Context: an optimization exercise on an open-source flow, tuned for small area. The choices shown serve that exercise and are no tape-out recipe.
Function was checked by simulation only, so behaviour that the tests miss may differ from the original.
The clock input has no modelled driver; a real chip could not lean on it and would need a root buffer or a full tree.
Power and IR drop assume default switching activity.

== alpha ==
==> flow/design.v (excerpt) <==
module VGA(
    input wire clk,
	input wire rst,
	input wire [15:0] H_Sync,
	input wire [15:0] H_BP,
	input wire [15:0] H_Act,
	input wire [15:0] H_FP,
	input wire [15:0] V_Sync,
	input wire [15:0] V_BP,
	input wire [15:0] V_Act,
	input wire [15:0] V_FP,
	output reg  DE_out,
	output reg 	H_Sync_out,
	output reg 	V_Sync_out,
	output wire tc,
	output reg [12:0] Hor_cnt,
	output reg [11:0] Ver_cnt
);
Settings: LEC_CHECK=0, ABC_AREA=1, CAP_MARGIN=20, CORE_MARGIN=2, CORE_UTILIZATION=40, GPL_TIMING_DRIVEN=0, SLEW_MARGIN=20; clock period 10.0 ns.
standard.sh (not shown) runs the stock make flow with config.mk's settings and CLKGATE_MAP_FILE= SYNTH_SCRIPT=/design/flow/synth_recipe.tcl, a recipe that flattens the netlist after the stock synthesis.
==> flow/flow/run.sh <==
#!/bin/bash
# Standard ORFS layout, with three changes that only reduce cell area:
#  - the combinational logic of the standard synthesis is re-mapped by ABC for area
#    (registers untouched); the smallest of a few ABC scripts is kept,
#  - ports are buffered with sky130_fd_sc_hd__buf_1,
#  - the clock tree is one level: the clock port drives 4 clkbuf_8, one per quarter
#    of the registers (flow/clock_groups.tcl, run after CTS).
set -euo pipefail
W=$PWD
F=$W/flow
R=$W/orfs/results/$FLOW_PLATFORM/VGA/base
LIBF=$FLOW_HOME/platforms/sky130hd/lib/sky130_fd_sc_hd__tt_025C_1v80.lib
DONTUSE=$(sed -n '/DONT_USE_CELLS +=/,/^#/p' $FLOW_HOME/platforms/sky130hd/config.mk | grep -o 'sky130_fd_sc_hd__[a-z0-9_]*' | tr '\n' ' ')
export BUFFER_PORTS_ARGS="-buffer_cell sky130_fd_sc_hd__buf_1"
export CTS_ARGS="-sink_clustering_enable -repair_clock_nets -buf_list sky130_fd_sc_hd__clkbuf_8 -root_buf sky130_fd_sc_hd__clkbuf_8 -dont_use_dummy_load"
export POST_CTS_TCL=$F/clock_groups.tcl
export FLOW_CLK=clk CLK_GROUPS=4 CLK_GROUP_BUF=sky130_fd_sc_hd__clkbuf_8

bash standard.sh synth > $W/log_std_synth.txt 2>&1
cp $R/1_2_yosys.v $W/std_1_2_yosys.v
best=""; besta=""
for s in $F/area*.abc; do
  n=$(basename $s .abc)
  LIBF=$LIBF INV=$W/std_1_2_yosys.v OUTV=$W/reabc_$n.v ABCS=$s DONTUSE="$DONTUSE" \
    yosys -c $F/reabc.tcl > $W/log_reabc_$n.txt 2>&1 || continue
  a=$(grep 'Chip area' $W/log_reabc_$n.txt | tail -1 | awk '{print $NF}')
  if [[ -z "$best" ]] || awk "BEGIN{exit !($a < $besta)}"; then best=$n; besta=$a; fi
done
echo "re-mapped netlist: $best ($besta um2)" > $W/log_reabc_choice.txt
cp $W/reabc_$best.v $R/1_2_yosys.v
rm -f $R/1_synth.odb
bash standard.sh synth > $W/log_std_synth2.txt 2>&1
bash standard.sh finish > $W/log_std_finish.txt 2>&1
==> flow/flow/clock_groups.tcl <==
# Rebuild the clock network as a single level: the clock port drives
# CLK_GROUPS buffers (CLK_GROUP_BUF), each placed at the centre of its group of
# flip-flops and driving that group's clock pins. Every register goes through
# exactly one buffer of the same type, so the tree stays balanced.
set block [ord::get_db_block]
set clkport [$block findBTerm $::env(FLOW_CLK)]
set clknet [$clkport getNet]

# collect the register clock pins and the clock buffers that CTS left
set sinks {}
set bufs {}
set todo [list $clknet]
while {[llength $todo]} {
  set n [lindex $todo 0]; set todo [lrange $todo 1 end]
  foreach it [$n getITerms] {
    set inst [$it getInst]
    set m [[$inst getMaster] getName]
    if {[$it isOutputSignal]} { continue }
    if {[string match "sky130_fd_sc_hd__clkbuf_*" $m] || [string match "sky130_fd_sc_hd__clkinv_*" $m]} {
      lappend bufs $inst
      lappend todo [[$inst findITerm X] getNet]
    } else {
      lappend sinks $it
    }
  }
}
foreach inst $bufs {
  set out [[$inst findITerm X] getNet]
  foreach it [$inst getITerms] { $it disconnect }
  odb::dbInst_destroy $inst
  if {$out != $clknet} { catch { odb::dbNet_destroy $out } }
}

# split the sinks into groups: halves by x, then each half by y, as often as needed
proc pin_xy {it} {
  set inst [$it getInst]
  set b [$inst getBBox]
  return [list [expr {([$b xMin] + [$b xMax]) / 2}] [expr {([$b yMin] + [$b yMax]) / 2}]]
}
proc split_groups {groups want} {
  set axis 0
  while {[llength $groups] < $want} {
    set next {}
    foreach g $groups {
      set sorted [lsort -integer -index $axis [lmap it $g { concat [pin_xy $it] [list $it] }]]
      set h [expr {[llength $sorted] / 2}]
      lappend next [lmap e [lrange $sorted 0 [expr {$h - 1}]] { lindex $e 2 }]
      lappend next [lmap e [lrange $sorted $h end] { lindex $e 2 }]
    }
    set groups $next
    set axis [expr {1 - $axis}]
  }
  return $groups
}
set groups [split_groups [list $sinks] $::env(CLK_GROUPS)]

set master [[ord::get_db] findMaster $::env(CLK_GROUP_BUF)]
set k 0
foreach g $groups {
  set net [odb::dbNet_create $block "clknet_grp_$k"]
  $net setSigType CLOCK
  set inst [odb::dbInst_create $block $master "clkbuf_grp_$k"]
  $inst setSourceType TIMING
  [$inst findITerm A] connect $clknet
  [$inst findITerm X] connect $net
  set sx 0; set sy 0
  foreach it $g {
    $it disconnect
    $it connect $net
    lassign [pin_xy $it] x y
    incr sx $x; incr sy $y
  }
  set n [llength $g]
  $inst setLocation [expr {$sx / $n}] [expr {$sy / $n}]
  $inst setPlacementStatus PLACED
  puts "clock group $k: [llength $g] sinks"
  incr k
}

detailed_placement
check_placement -verbose
estimate_parasitics -placement
set worst 0
foreach pin [get_pins -hierarchical */CLK] {
  set s [get_property $pin slew_max]; if {$s > $worst} {set worst $s}
}
puts "clock groups: worst register clock pin slew $worst"
Other scripts of this flow, unchanged in this note and not shown: flow/flow/area1.abc, flow/flow/area2.abc, flow/flow/area3.abc, flow/flow/area4.abc, flow/flow/reabc.tcl
#### Input delta (beta over alpha)
Settings: CORE_UTILIZATION now 70, was 40; CAP_MARGIN now 0, was 20; SLEW_MARGIN now 0, was 20; PLACE_DENSITY now 0.85, previously not set.
-- flow/flow/run.sh --
<<< alpha, line 5
#  - ports are buffered with sky130_fd_sc_hd__buf_1,
#  - the clock tree is one level: the clock port drives 4 clkbuf_8, one per quarter
#    of the registers (flow/clock_groups.tcl, run after CTS).
>>> beta, line 5
#  - ports are buffered with sky130_fd_sc_hd__buf_1,
#  - the clock tree is one level: the clock port drives 4 buf_6, one per quarter
#    of the registers (flow/clock_groups.tcl, run after CTS).
<<< alpha, line 16
export POST_CTS_TCL=$F/clock_groups.tcl
export FLOW_CLK=clk CLK_GROUPS=4 CLK_GROUP_BUF=sky130_fd_sc_hd__clkbuf_8

>>> beta, line 16
export POST_CTS_TCL=$F/clock_groups.tcl
export FLOW_CLK=clk CLK_GROUPS=4 CLK_GROUP_BUF=sky130_fd_sc_hd__buf_6

==> flow/flow/area10.abc (new file) <==
strash
dch -f
amap -F 50 -A 50 -m
==> flow/flow/area5.abc (new file) <==
strash
ifraig
dch -f
map -a
strash
dch -f
amap
==> flow/flow/area6.abc (new file) <==
strash
dc2
dch -f
amap
==> flow/flow/area7.abc (new file) <==
strash
dch -f
map -a
strash
dch -f
map -a
strash
dch -f
amap
==> flow/flow/area8.abc (new file) <==
strash
dch -f
amap -F 50 -A 50
==> flow/flow/area9.abc (new file) <==
strash
dc2
dch -f
amap -F 50 -A 50
## What came out
Per the comparison of beta with alpha, number of global-route vias before repair saw an increase, area of all placed cells without fillers decreased 2.0%, power attributed to the clock group down about 7%, number of buffer cells added on primary ports ~0 delta, multi-input logic portion of the cell area decreased 1.3 points. The core utilization number comes out higher for beta vs alpha. The vias after detailed routing in beta sits about 8% above the value recorded for alpha. Lower period utilization was reported by beta, not alpha. beta against alpha: first-pass iteration count of the detailed router +3; footprint of the multi-input gates -about 5%.
Changes in gamma relative to beta:
Settings: SLEW_MARGIN: 0 -> 20; PLACE_DENSITY: 0.85 -> unset; CORE_UTILIZATION: 70 -> 40; CAP_MARGIN: 0 -> 20.
removed: flow/flow/area10.abc
removed: flow/flow/area8.abc
removed: flow/flow/area9.abc
Findings:
Compared gamma vs beta, and met3 capacity usage during global routing is down in gamma.
In gamma, the area of the mapped netlist came out 1.5% above the value in beta.
Note that the number of combinational gates with multiple inputs recorded for beta amounts to 0.925 times the value seen in gamma.
gamma ended up with a higher number of nets at the end of the flow than beta did.
Of beta and gamma, the higher relative area change from synthesis to final layout belongs to gamma.
On total power consumption of the routed design, beta and gamma are basically level.
Re detailed-route DRC error count: no difference whatsoever between beta and gamma.
Going from beta to gamma, fraction of the cycle the final worst path needs grows by 0.64 points.
In gamma, the post-route worst setup slack came out 64 ps below the value in beta.

========
Starting RTL as in the previous note.
export LEC_CHECK = 0
export ABC_AREA = 1
export CAP_MARGIN = 20
export CORE_MARGIN = 2
export CORE_UTILIZATION = 70
export GPL_TIMING_DRIVEN = 0
export PLACE_DENSITY = 0.8
export SLEW_MARGIN = 20
create_clock -name core_clock -period 10.0 [get_ports {clk}]
==> flow/flow/run.sh <==
#!/bin/bash
# Standard ORFS layout, with three changes that only reduce cell area:
#  - the combinational logic of the standard synthesis is re-mapped by ABC for area
#    (registers untouched); the smallest of a few ABC scripts is kept,
#  - ports are buffered with sky130_fd_sc_hd__buf_1,
#  - the clock tree is one level: the clock port drives 4 clkbuf_8, one per quarter
#    of the registers (flow/clock_groups.tcl, run after CTS).
set -euo pipefail
W=$PWD
F=$W/flow
R=$W/orfs/results/$FLOW_PLATFORM/VGA/base
LIBF=$FLOW_HOME/platforms/sky130hd/lib/sky130_fd_sc_hd__tt_025C_1v80.lib
DONTUSE=$(sed -n '/DONT_USE_CELLS +=/,/^#/p' $FLOW_HOME/platforms/sky130hd/config.mk | grep -o 'sky130_fd_sc_hd__[a-z0-9_]*' | tr '\n' ' ')
export BUFFER_PORTS_ARGS="-buffer_cell sky130_fd_sc_hd__buf_1"
export CTS_ARGS="-sink_clustering_enable -repair_clock_nets -buf_list sky130_fd_sc_hd__clkbuf_8 -root_buf sky130_fd_sc_hd__clkbuf_8 -dont_use_dummy_load"
export POST_CTS_TCL=$F/clock_groups.tcl
export FLOW_CLK=clk CLK_GROUPS=4 CLK_GROUP_BUF=sky130_fd_sc_hd__clkbuf_8

bash standard.sh synth > $W/log_std_synth.txt 2>&1
cp $R/1_2_yosys.v $W/std_1_2_yosys.v
best=""; besta=""
for s in $F/area*.abc; do
  n=$(basename $s .abc)
  LIBF=$LIBF INV=$W/std_1_2_yosys.v OUTV=$W/reabc_$n.v ABCS=$s DONTUSE="$DONTUSE" \
    yosys -c $F/reabc.tcl > $W/log_reabc_$n.txt 2>&1 || continue
  a=$(grep 'Chip area' $W/log_reabc_$n.txt | tail -1 | awk '{print $NF}')
  if [[ -z "$best" ]] || awk "BEGIN{exit !($a < $besta)}"; then best=$n; besta=$a; fi
done
echo "re-mapped netlist: $best ($besta um2)" > $W/log_reabc_choice.txt
cp $W/reabc_$best.v $R/1_2_yosys.v
rm -f $R/1_synth.odb
bash standard.sh synth > $W/log_std_synth2.txt 2>&1
bash standard.sh finish > $W/log_std_finish.txt 2>&1
Scripts as last shown in full above: flow/flow/clock_groups.tcl
Other scripts of this flow, unchanged in this note and not shown: flow/flow/area1.abc, flow/flow/area2.abc, flow/flow/area3.abc, flow/flow/area4.abc, flow/flow/reabc.tcl
The starting point completed without violations.
==> next run, changes <==
--- a/flow/flow/run.sh
+++ b/flow/flow/run.sh
@@ -6 +6 @@
-#  - the clock tree is one level: the clock port drives 4 clkbuf_8, one per quarter
+#  - the clock tree is one level: the clock port drives 4 buf_6, one per quarter
@@ -17 +17 @@
-export FLOW_CLK=clk CLK_GROUPS=4 CLK_GROUP_BUF=sky130_fd_sc_hd__clkbuf_8
+export FLOW_CLK=clk CLK_GROUPS=4 CLK_GROUP_BUF=sky130_fd_sc_hd__buf_6
==> flow/flow/area10.abc (new file) <==
strash
dch -f
amap -F 50 -A 50 -m
==> flow/flow/area5.abc (new file) <==
strash
ifraig
dch -f
map -a
strash
dch -f
amap
==> flow/flow/area6.abc (new file) <==
strash
dc2
dch -f
amap
==> flow/flow/area7.abc (new file) <==
strash
dch -f
map -a
strash
dch -f
map -a
strash
dch -f
amap
==> flow/flow/area8.abc (new file) <==
strash
dch -f
amap -F 50 -A 50
==> flow/flow/area9.abc (new file) <==
strash
dc2
dch -f
amap -F 50 -A 50
CAP_MARGIN = 0   (was 20)
CORE_UTILIZATION = 40   (was 70)
PLACE_DENSITY = default   (was 0.8)
SLEW_MARGIN = 0   (was 20)
Result: Die area came out higher by 67%; final area came out higher by 0.31%; wire length came out lower by 19%; clock power came out lower by 6.4%; critical path depth does not change.
==> next run, changes <==
--- a/flow/flow/run.sh
+++ b/flow/flow/run.sh
@@ -6 +6 @@
-#  - the clock tree is one level: the clock port drives 4 buf_6, one per quarter
+#  - the clock tree is one level: the clock port drives 4 clkbuf_8, one per quarter
@@ -17 +17 @@
-export FLOW_CLK=clk CLK_GROUPS=4 CLK_GROUP_BUF=sky130_fd_sc_hd__buf_6
+export FLOW_CLK=clk CLK_GROUPS=4 CLK_GROUP_BUF=sky130_fd_sc_hd__clkbuf_8
GPL_TIMING_DRIVEN = default   (was 0)
removed: flow/flow/area10.abc
removed: flow/flow/area5.abc
removed: flow/flow/area6.abc
removed: flow/flow/area7.abc
removed: flow/flow/area8.abc
removed: flow/flow/area9.abc
Result:
- The new run went through all stages and came out clean
- sequential power hardly moves
- fmax is higher by about 13%
- clock power goes up by 6.3%
- die area rose by 1.4%
- synthesized area increases by about 1.5%

========
== oak ==
Starting RTL as in the previous note.
==> flow/config.mk <==
export PLATFORM = sky130hd
export DESIGN_NAME = VGA
export DESIGN_NICKNAME = VGA
export VERILOG_FILES = /design/flow/design.v
export SDC_FILE = /design/flow/constraint.sdc
export NUM_CORES = 4
export LEC_CHECK = 0
export ABC_AREA = 1
export CAP_MARGIN = 20
export CORE_MARGIN = 2
export CORE_UTILIZATION = 40
export GPL_TIMING_DRIVEN = 0
export SLEW_MARGIN = 20
==> flow/constraint.sdc <==
create_clock -name core_clock -period 10.0 [get_ports {clk}]
set_input_delay 2.0000 -clock core_clock [delete_from_list [all_inputs] [get_ports {clk}]]
set_output_delay 2.0000 -clock core_clock [all_outputs]
set_load 0.01 [all_outputs]
==> flow/flow/run.sh <==
#!/bin/bash
# Standard ORFS layout, with three changes that only reduce cell area:
#  - the combinational logic of the standard synthesis is re-mapped by ABC for area
#    (registers untouched); the smallest of a few ABC scripts is kept,
#  - ports are buffered with sky130_fd_sc_hd__buf_1,
#  - the clock tree is one level: the clock port drives 4 buf_6, one per quarter
#    of the registers (flow/clock_groups.tcl, run after CTS).
set -euo pipefail
W=$PWD
F=$W/flow
R=$W/orfs/results/$FLOW_PLATFORM/VGA/base
LIBF=$FLOW_HOME/platforms/sky130hd/lib/sky130_fd_sc_hd__tt_025C_1v80.lib
DONTUSE=$(sed -n '/DONT_USE_CELLS +=/,/^#/p' $FLOW_HOME/platforms/sky130hd/config.mk | grep -o 'sky130_fd_sc_hd__[a-z0-9_]*' | tr '\n' ' ')
export BUFFER_PORTS_ARGS="-buffer_cell sky130_fd_sc_hd__buf_1"
export CTS_ARGS="-sink_clustering_enable -repair_clock_nets -buf_list sky130_fd_sc_hd__clkbuf_8 -root_buf sky130_fd_sc_hd__clkbuf_8 -dont_use_dummy_load"
export POST_CTS_TCL=$F/clock_groups.tcl
export FLOW_CLK=clk CLK_GROUPS=4 CLK_GROUP_BUF=sky130_fd_sc_hd__buf_6

bash standard.sh synth > $W/log_std_synth.txt 2>&1
cp $R/1_2_yosys.v $W/std_1_2_yosys.v
best=""; besta=""
for s in $F/area*.abc; do
  n=$(basename $s .abc)
  LIBF=$LIBF INV=$W/std_1_2_yosys.v OUTV=$W/reabc_$n.v ABCS=$s DONTUSE="$DONTUSE" \
    yosys -c $F/reabc.tcl > $W/log_reabc_$n.txt 2>&1 || continue
  a=$(grep 'Chip area' $W/log_reabc_$n.txt | tail -1 | awk '{print $NF}')
  if [[ -z "$best" ]] || awk "BEGIN{exit !($a < $besta)}"; then best=$n; besta=$a; fi
done
echo "re-mapped netlist: $best ($besta um2)" > $W/log_reabc_choice.txt
cp $W/reabc_$best.v $R/1_2_yosys.v
rm -f $R/1_synth.odb
bash standard.sh synth > $W/log_std_synth2.txt 2>&1
bash standard.sh finish > $W/log_std_finish.txt 2>&1
==> flow/flow/area10.abc <==
strash
dch -f
amap -F 50 -A 50 -m
==> flow/flow/area5.abc <==
strash
ifraig
dch -f
map -a
strash
dch -f
amap
==> flow/flow/area6.abc <==
strash
dc2
dch -f
amap
==> flow/flow/area7.abc <==
strash
dch -f
map -a
strash
dch -f
map -a
strash
dch -f
amap
==> flow/flow/area8.abc <==
strash
dch -f
amap -F 50 -A 50
==> flow/flow/area9.abc <==
strash
dc2
dch -f
amap -F 50 -A 50
Scripts as last shown in full above: flow/flow/clock_groups.tcl
Other scripts of this flow, unchanged in this note and not shown: flow/flow/area1.abc, flow/flow/area2.abc, flow/flow/area3.abc, flow/flow/area4.abc, flow/flow/reabc.tcl
oak: all stages complete, timing, DRC and antenna checks passed
What pine does differently from oak at the input level:
--- a/flow/flow/run.sh
+++ b/flow/flow/run.sh
@@ -4,5 +4,5 @@
 #    (registers untouched); the smallest of a few ABC scripts is kept,
 #  - ports are buffered with sky130_fd_sc_hd__buf_1,
-#  - the clock tree is one level: the clock port drives 4 buf_6, one per quarter
+#  - the clock tree is one level: the clock port drives 4 clkbuf_8, one per quarter
 #    of the registers (flow/clock_groups.tcl, run after CTS).
 set -euo pipefail
@@ -15,5 +15,5 @@
 export CTS_ARGS="-sink_clustering_enable -repair_clock_nets -buf_list sky130_fd_sc_hd__clkbuf_8 -root_buf sky130_fd_sc_hd__clkbuf_8 -dont_use_dummy_load"
 export POST_CTS_TCL=$F/clock_groups.tcl
-export FLOW_CLK=clk CLK_GROUPS=4 CLK_GROUP_BUF=sky130_fd_sc_hd__buf_6
+export FLOW_CLK=clk CLK_GROUPS=4 CLK_GROUP_BUF=sky130_fd_sc_hd__clkbuf_8
 
 bash standard.sh synth > $W/log_std_synth.txt 2>&1
--- a/flow/config.mk
+++ b/flow/config.mk
@@ -10,4 +10,3 @@
 export CORE_MARGIN = 2
 export CORE_UTILIZATION = 40
-export GPL_TIMING_DRIVEN = 0
 export SLEW_MARGIN = 20
removed: flow/flow/area10.abc
removed: flow/flow/area5.abc
removed: flow/flow/area6.abc
removed: flow/flow/area7.abc
removed: flow/flow/area8.abc
removed: flow/flow/area9.abc
==> comparison <==
- | final cell count | lower: oak |
- For pine, the uppermost metal layer occupied by signal nets was met3, unlike oak, where it was met4.
- The higher area of all placed cells without fillers of oak and pine is in pine.
- oak → pine: final period demand of the worst path moved down; first-iteration DRC count moved up; switching fraction of total power moved down.

separate check: timing with driven ports:
The flow's constraints put no driver on any port. The routed layouts listed below were extracted and timed again, unchanged, in two steps. Step 1 sets driving cells, clkbuf_16 on the clock port and buf_2 on the other inputs (assumed; they add their load-dependent delay and slew). Step 2 also shifts input and output timing later by t, the mid clock arrival at the registers, as if the neighbouring blocks saw the same clock. a / b / c = no drivers / after step 1 / after step 2; a / b = the first two.
run | t, ns | setup WS [ns] | worst register clock-pin slew, ns | cell pins on the clock port's net
alpha | 0.207 | 4.782 / 4.812 / 4.605 | 0.10 / 0.10 | 4
beta | 0.189 | 4.822 / 4.860 / 4.671 | 0.11 / 0.11 | 4
gamma | 0.189 | 4.759 / 4.792 / 4.604 | 0.10 / 0.10 | 4
the first run of note 2 | 0.208 | 4.671 / 4.706 / 4.498 | 0.09 / 0.09 | 4
the second run of note 2 | 0.186 | 4.878 / 4.908 / 4.721 | 0.10 / 0.10 | 4
the third run of note 2 | 0.206 | 5.455 / 5.487 / 5.281 | 0.09 / 0.09 | 4
oak | 0.188 | 4.842 / 4.878 / 4.690 | 0.11 / 0.11 | 4
pine | 0.206 | 5.455 / 5.487 / 5.281 | 0.09 / 0.09 | 4
After both steps setup and hold are still met in every run listed. For alpha, which loses most, drivers alone change the setup slack by +0.030 ns; drivers and shift together by -0.177 ns.
